Background: an optimization exercise with open tools, aiming at small area. Do not read the settings as production practice. Where RTL was checked, it was by simulation tests only, not by an equivalence proof against the original.

==> inputs of run M <==
==> flow/design.v <==
module top (
    input        clk,
    input  [3:0] sw_input,
    input  [3:0] key_input,
    output [7:0] led,
    output [8:0] seg1,
    output [8:0] seg2
);
    wire rst = (key_input == 4'b0000);
    wire       sw_ok  = (sw_input == 4'b0001) | (sw_input == 4'b0010) |
                        (sw_input == 4'b0100) | (sw_input == 4'b1000);
    wire [1:0] sw_idx = {sw_input[3] | sw_input[2], sw_input[3] | sw_input[1]};
    wire [3:0] nk     = ~key_input;
    wire       k_one  = (nk == 4'b0001) | (nk == 4'b0010) | (nk == 4'b0100) | (nk == 4'b1000);
    wire       k_none = (nk == 4'b0000);
    wire [1:0] k_idx  = {nk[3] | nk[2], nk[3] | nk[1]};
    reg  [1:0] lv;
    reg        kinv;
    always @(posedge clk) begin
        if (rst) begin
            lv   <= 2'd0;
            kinv <= 1'b0;
        end else begin
            if (k_one) lv <= k_idx;
            kinv <= ~(k_one | k_none);
        end
    end
    reg       kd_inv, sd_inv;
    reg [1:0] kd_idx, sd_idx;
    always @(posedge clk) begin
        if (rst) begin
            kd_inv <= 1'b1;
            sd_inv <= 1'b1;
        end else begin
            kd_inv <= kinv;
            sd_inv <= ~sw_ok;
        end
        kd_idx <= lv;
        sd_idx <= sw_idx;
    end
    function [8:0] segdec(input inv, input [1:0] idx);
        begin
            if (inv) segdec = 9'b100011100;
            else case (idx)
                2'd0: segdec = 9'b011000000;
                2'd1: segdec = 9'b110110100;
                2'd2: segdec = 9'b111100100;
                default: segdec = 9'b011001100;
            endcase
        end
    endfunction
    assign seg1 = segdec(kd_inv, kd_idx);
    assign seg2 = segdec(sd_inv, sd_idx);
    reg  [2:0] dcnt;
    reg        dco;
    wire       tog  = sw_ok & (dcnt > {1'b0, sw_idx});
    wire       tick = tog & ~dco;
    always @(posedge clk) begin
        if (rst | ~sw_ok) begin
            dcnt <= 3'd0;
            dco  <= 1'b0;
        end else if (tog) begin
            dcnt <= 3'd0;
            dco  <= ~dco;
        end else begin
            dcnt <= dcnt + 3'd1;
        end
    end
    reg       mv;
    reg [1:0] mi;
    always @(posedge clk) begin
        if (rst) begin
            mv <= 1'b0;
            mi <= 2'b10;
        end else if (tick) begin
            if (~mv & mi[1]) begin
                mv <= 1'b0;
                mi <= 2'b00;
            end else begin
                mv <= ~kinv;
                mi <= kinv ? 2'b00 : lv;
            end
        end
    end
    reg [5:0] r;
    reg [9:0] d;
    reg       up, sec;
    reg [2:0] cur;
    wire      wrap12 = ~up & (d == 10'd0);
    always @(posedge clk) begin
        if (rst) begin
            r   <= 6'd59;
            d   <= 10'd1;
            up  <= 1'b0;
            sec <= 1'b1;
            cur <= 3'd7;
        end else if (tick) begin
            if (wrap12) begin
                up  <= 1'b1;
                sec <= 1'b0;
                cur <= cur + 3'd1;
            end else if (r == 6'd59) begin
                r <= 6'd0;
                if (up) begin
                    d <= d + 10'd1;
                    if (d == 10'd999) up <= 1'b0;
                end else begin
                    d <= d - 10'd1;
                    if (d == 10'd1 && !sec) begin
                        up  <= 1'b1;
                        sec <= 1'b1;
                    end
                end
            end else begin
                r <= r + 6'd1;
            end
        end
    end
    reg [8:0] dc;
    always @(posedge clk) begin
        if (rst) dc <= 9'd500;
        else if (tick) dc <= (dc == 9'd500) ? 9'd0 : dc + 9'd1;
    end
    reg [14:0] c3;
    reg [2:0]  h3;
    reg [3:0]  nev;
    reg [9:0]  pwm;
    always @(posedge clk) begin
        if (rst) begin
            c3  <= 15'd29999;
            h3  <= 3'd2;
            nev <= 4'd15;
            pwm <= 10'd899;
        end else if (tick) begin
            pwm <= (pwm == 10'd900) ? 10'd0 : pwm + 10'd1;
            if (c3 == 15'd30000) begin
                c3 <= 15'd0;
                h3 <= h3 - 3'd1;
                if (nev != 4'd8) nev <= nev + 4'd1;
            end else begin
                c3 <= c3 + 15'd1;
            end
        end
    end
    reg [14:0] t4;
    reg [3:0]  s4;
    always @(posedge clk) begin
        if (rst) begin
            t4 <= 15'd19999;
            s4 <= 4'd11;
        end else if (tick) begin
            if (t4 == 15'd19999) begin
                t4 <= 15'd0;
                s4 <= (s4 == 4'd11) ? 4'd0 : s4 + 4'd1;
            end else begin
                t4 <= t4 + 15'd1;
            end
        end
    end
    wire sel1 = mv & (mi == 2'd0);
    wire sel2 = mv & (mi == 2'd1);
    wire sel3 = mv & (mi == 2'd2);
    wire sel4 = mv & (mi == 2'd3);
    wire on1  = up;
    wire on2  = ({1'b0, dc} <= d);
    wire blk  = s4[0];
    wire hi4  = (s4 >= 4'd6);
    wire [7:0] thr;
    assign thr[0] = (nev > 4'd0) & (pwm < 10'd900);
    assign thr[1] = (nev > 4'd1) & (pwm < 10'd650);
    assign thr[2] = (nev > 4'd2) & (pwm < 10'd400);
    assign thr[3] = (nev > 4'd3) & (pwm < 10'd300);
    assign thr[4] = (nev > 4'd4) & (pwm < 10'd200);
    assign thr[5] = (nev > 4'd5) & (pwm < 10'd150);
    assign thr[6] = (nev > 4'd6) & (pwm < 10'd100);
    assign thr[7] = (nev > 4'd7) & (pwm < 10'd50);
    wire [7:0] p;
    assign p[0]   = (sel1 & on1) | (sel2 & on2) | (sel3 & thr[0]) | (sel4 & blk);
    assign p[3:1] = ({3{sel3}} & thr[3:1]) | {3{sel4 & blk}};
    assign p[7:4] = {4{sel3}} & thr[7:4];
    wire [2:0] a = sel3 ? h3 : sel4 ? {~hi4, 2'b00} : cur;
    wire [15:0] pp = {p, p} << a;
    assign led = ~pp[15:8];
endmodule
==> flow/run.sh <==
#!/bin/bash
# synth_recipe.tcl (not shown) runs the flow's synth.tcl, then flattens the netlist and writes it again
# the make line also repeats each setting of config.mk as NAME=value (left out here)
make -C /OpenROAD-flow-scripts/flow DESIGN_CONFIG=/design/flow/config.mk WORK_HOME=/design/flow/orfs CLKGATE_MAP_FILE= SYNTH_SCRIPT=/design/flow/synth_recipe.tcl finish
==> flow/config.mk <==
export PLATFORM = sky130hd
export DESIGN_NAME = top
export DESIGN_NICKNAME = top
export VERILOG_FILES = /design/flow/design.v
export SDC_FILE = /design/flow/constraint.sdc
export NUM_CORES = 8
export LEC_CHECK = 0
export CAP_MARGIN = 20
export CORE_MARGIN = 2
export CORE_UTILIZATION = 40
export SLEW_MARGIN = 20
==> flow/constraint.sdc <==
create_clock -name core_clock -period 25.0 [get_ports {clk}]
set_input_delay 5.0000 -clock core_clock [delete_from_list [all_inputs] [get_ports {clk}]]
set_output_delay 5.0000 -clock core_clock [all_outputs]
set_load 0.01 [all_outputs]
==> inputs of run X, as changes to run M <==
--- a/flow/design.v
+++ b/flow/design.v
@@ -88,4 +88,8 @@
     reg [2:0] cur;
     wire      wrap12 = ~up & (d == 10'd0);
+    wire      adv12  = tick & ~wrap12;
+    wire      r_end  = adv12 & r[5] & r[4] & r[3] & r[1] & r[0];           
+    wire      d_top  = d[9] & d[8] & d[7] & d[6] & d[5] & d[2] & d[1] & d[0];  
+    wire      d_one  = (d == 10'd1);
     always @(posedge clk) begin
         if (rst) begin
@@ -95,35 +99,31 @@
             sec <= 1'b1;
             cur <= 3'd7;
-        end else if (tick) begin
-            if (wrap12) begin
+        end else begin
+            r   <= r_end ? 6'd0 : r + {5'd0, adv12};
+            if (r_end) d <= up ? d + 10'd1 : d - 10'd1;
+            if (tick & wrap12) begin
                 up  <= 1'b1;
                 sec <= 1'b0;
-                cur <= cur + 3'd1;
-            end else if (r == 6'd59) begin
-                r <= 6'd0;
-                if (up) begin
-                    d <= d + 10'd1;
-                    if (d == 10'd999) up <= 1'b0;
-                end else begin
-                    d <= d - 10'd1;
-                    if (d == 10'd1 && !sec) begin
-                        up  <= 1'b1;
-                        sec <= 1'b1;
-                    end
-                end
-            end else begin
-                r <= r + 6'd1;
+            end else if (r_end & up & d_top) begin
+                up  <= 1'b0;
+            end else if (r_end & ~up & d_one & ~sec) begin
+                up  <= 1'b1;
+                sec <= 1'b1;
             end
+            cur <= cur + {2'd0, tick & wrap12};
         end
     end
-    reg [8:0] dc;
+    reg  [8:0] dc;
+    wire       dc_end = tick & dc[8] & dc[7] & dc[6] & dc[5] & dc[4] & dc[2];   
     always @(posedge clk) begin
         if (rst) dc <= 9'd500;
-        else if (tick) dc <= (dc == 9'd500) ? 9'd0 : dc + 9'd1;
+        else dc <= dc_end ? 9'd0 : dc + {8'd0, tick};
     end
-    reg [14:0] c3;
-    reg [2:0]  h3;
-    reg [3:0]  nev;
-    reg [9:0]  pwm;
+    reg  [14:0] c3;
+    reg  [2:0]  h3;
+    reg  [3:0]  nev;
+    reg  [9:0]  pwm;
+    wire        c3_end  = tick & c3[14] & c3[13] & c3[12] & c3[10] & c3[8] & c3[5] & c3[4];  
+    wire        pwm_end = tick & pwm[9] & pwm[8] & pwm[7] & pwm[2];   
     always @(posedge clk) begin
         if (rst) begin
@@ -132,30 +132,29 @@
             nev <= 4'd15;
             pwm <= 10'd899;
-        end else if (tick) begin
-            pwm <= (pwm == 10'd900) ? 10'd0 : pwm + 10'd1;
-            if (c3 == 15'd30000) begin
-                c3 <= 15'd0;
-                h3 <= h3 - 3'd1;
-                if (nev != 4'd8) nev <= nev + 4'd1;
-            end else begin
-                c3 <= c3 + 15'd1;
+        end else begin
+            pwm <= pwm_end ? 10'd0 : pwm + {9'd0, tick};
+            c3  <= c3_end ? 15'd0 : c3 + {14'd0, tick};
+            h3  <= h3 - {2'd0, c3_end};
+            nev <= nev + {3'd0, c3_end & ~(nev[3] & ~nev[2])};
+        end
+    end
+    reg  [14:0] t4;
+    reg         blk;
+    reg  [2:0]  q4;
+    wire        t4_end = tick & t4[14] & t4[11] & t4[10] & t4[9] & t4[4] & t4[3] & t4[2] & t4[1] & t4[0];  
+    always @(posedge clk) begin
+        if (rst) begin
+            t4  <= 15'd19999;
+            blk <= 1'b1;
+            q4  <= 3'b100;
+        end else begin
+            t4  <= t4_end ? 15'd0 : t4 + {14'd0, tick};
+            if (t4_end) begin
+                blk <= ~blk;
+                if (blk) q4 <= {q4[1:0], ~q4[2]};
             end
         end
     end
-    reg [14:0] t4;
-    reg [3:0]  s4;
-    always @(posedge clk) begin
-        if (rst) begin
-            t4 <= 15'd19999;
-            s4 <= 4'd11;
-        end else if (tick) begin
-            if (t4 == 15'd19999) begin
-                t4 <= 15'd0;
-                s4 <= (s4 == 4'd11) ? 4'd0 : s4 + 4'd1;
-            end else begin
-                t4 <= t4 + 15'd1;
-            end
-        end
-    end
+    wire hi4 = q4[2];
     wire sel1 = mv & (mi == 2'd0);
     wire sel2 = mv & (mi == 2'd1);
@@ -163,7 +162,5 @@
     wire sel4 = mv & (mi == 2'd3);
     wire on1  = up;
-    wire on2  = ({1'b0, dc} <= d);
-    wire blk  = s4[0];
-    wire hi4  = (s4 >= 4'd6);
+    wire on2  = d[9] | (dc <= d[8:0]);
     wire [7:0] thr;
     assign thr[0] = (nev > 4'd0) & (pwm < 10'd900);
==> results.cfg <==
[status]
status = complete, no violations

[placement]
placed_cells = 832
dp_slack_ns = 16.19

[timing]
worstMarginPinSlew_ns = 0.935
post-route-min-period_ns = 8.49

[global_routing]
track_usage_pct = 16.4

[critical_path]
critPathCaptureType = flop
cp_slowest_stage_delay_ns = 0.55

[layout]
clk_share_pct = 5.12

[pwr]
p_comb_share_pct = 33.7
p_comb_mw = 0.198
peakVddDrop_mv = 0.0320

[logic_synthesis]
yosysSeqAreaShare_pct = 36.0
The numbers above come from run X.

==> results.cfg <==
[critical_path]
cp_slowest_stage_delay_ns = 0.52
critPathCaptureType = output port

[global_routing]
track_usage_pct = 18.3

[placement]
placed_cells = 950

[status]
status = complete, no violations

[pwr]
p_comb_share_pct = 42.0
peakVddDrop_mv = 0.0501

[timing]
post-route-min-period_ns = 8.46
worstMarginPinSlew_ns = 0.965

[layout]
clk_share_pct = 4.11

[logic_synthesis]
yosysSeqAreaShare_pct = 31.6
The numbers above come from run M.

Function not checked in run M: the RTL went through the layout flow alone.

## separate check: timing with driven ports
Ports are ideal in the flow. The routed layouts listed here were re-timed in OpenROAD. Step 1 assumes that a clkbuf_16 drives the clock port and a buf_2 every other input. Step 2, shift: input delay + t, output delay - t, t = (earliest + latest rising clock arrival at the registers) / 2. This alone moves slack from input paths to output paths. Slacks: ideal ports / drivers / drivers and shift; pairs: ideal ports / drivers.
run | shift t [ns] | setup slack, ns | latest minus earliest clock arrival (ns) | slew at the worst register clock pin (ns) | worst data-port slew with drivers (ns)
run M | 0.390 | 16.541 / 16.499 / 16.794 | 0.009 / 0.009 | 0.07 / 0.07 | 0.03
run X | 0.391 | 16.506 / 16.522 / 16.131 | 0.012 / 0.012 | 0.07 / 0.07 | 0.03
After both steps every run listed still meets setup and hold. The setup slack of run X, which loses most, moves by +0.016 ns with the drivers and by -0.375 ns with both steps.
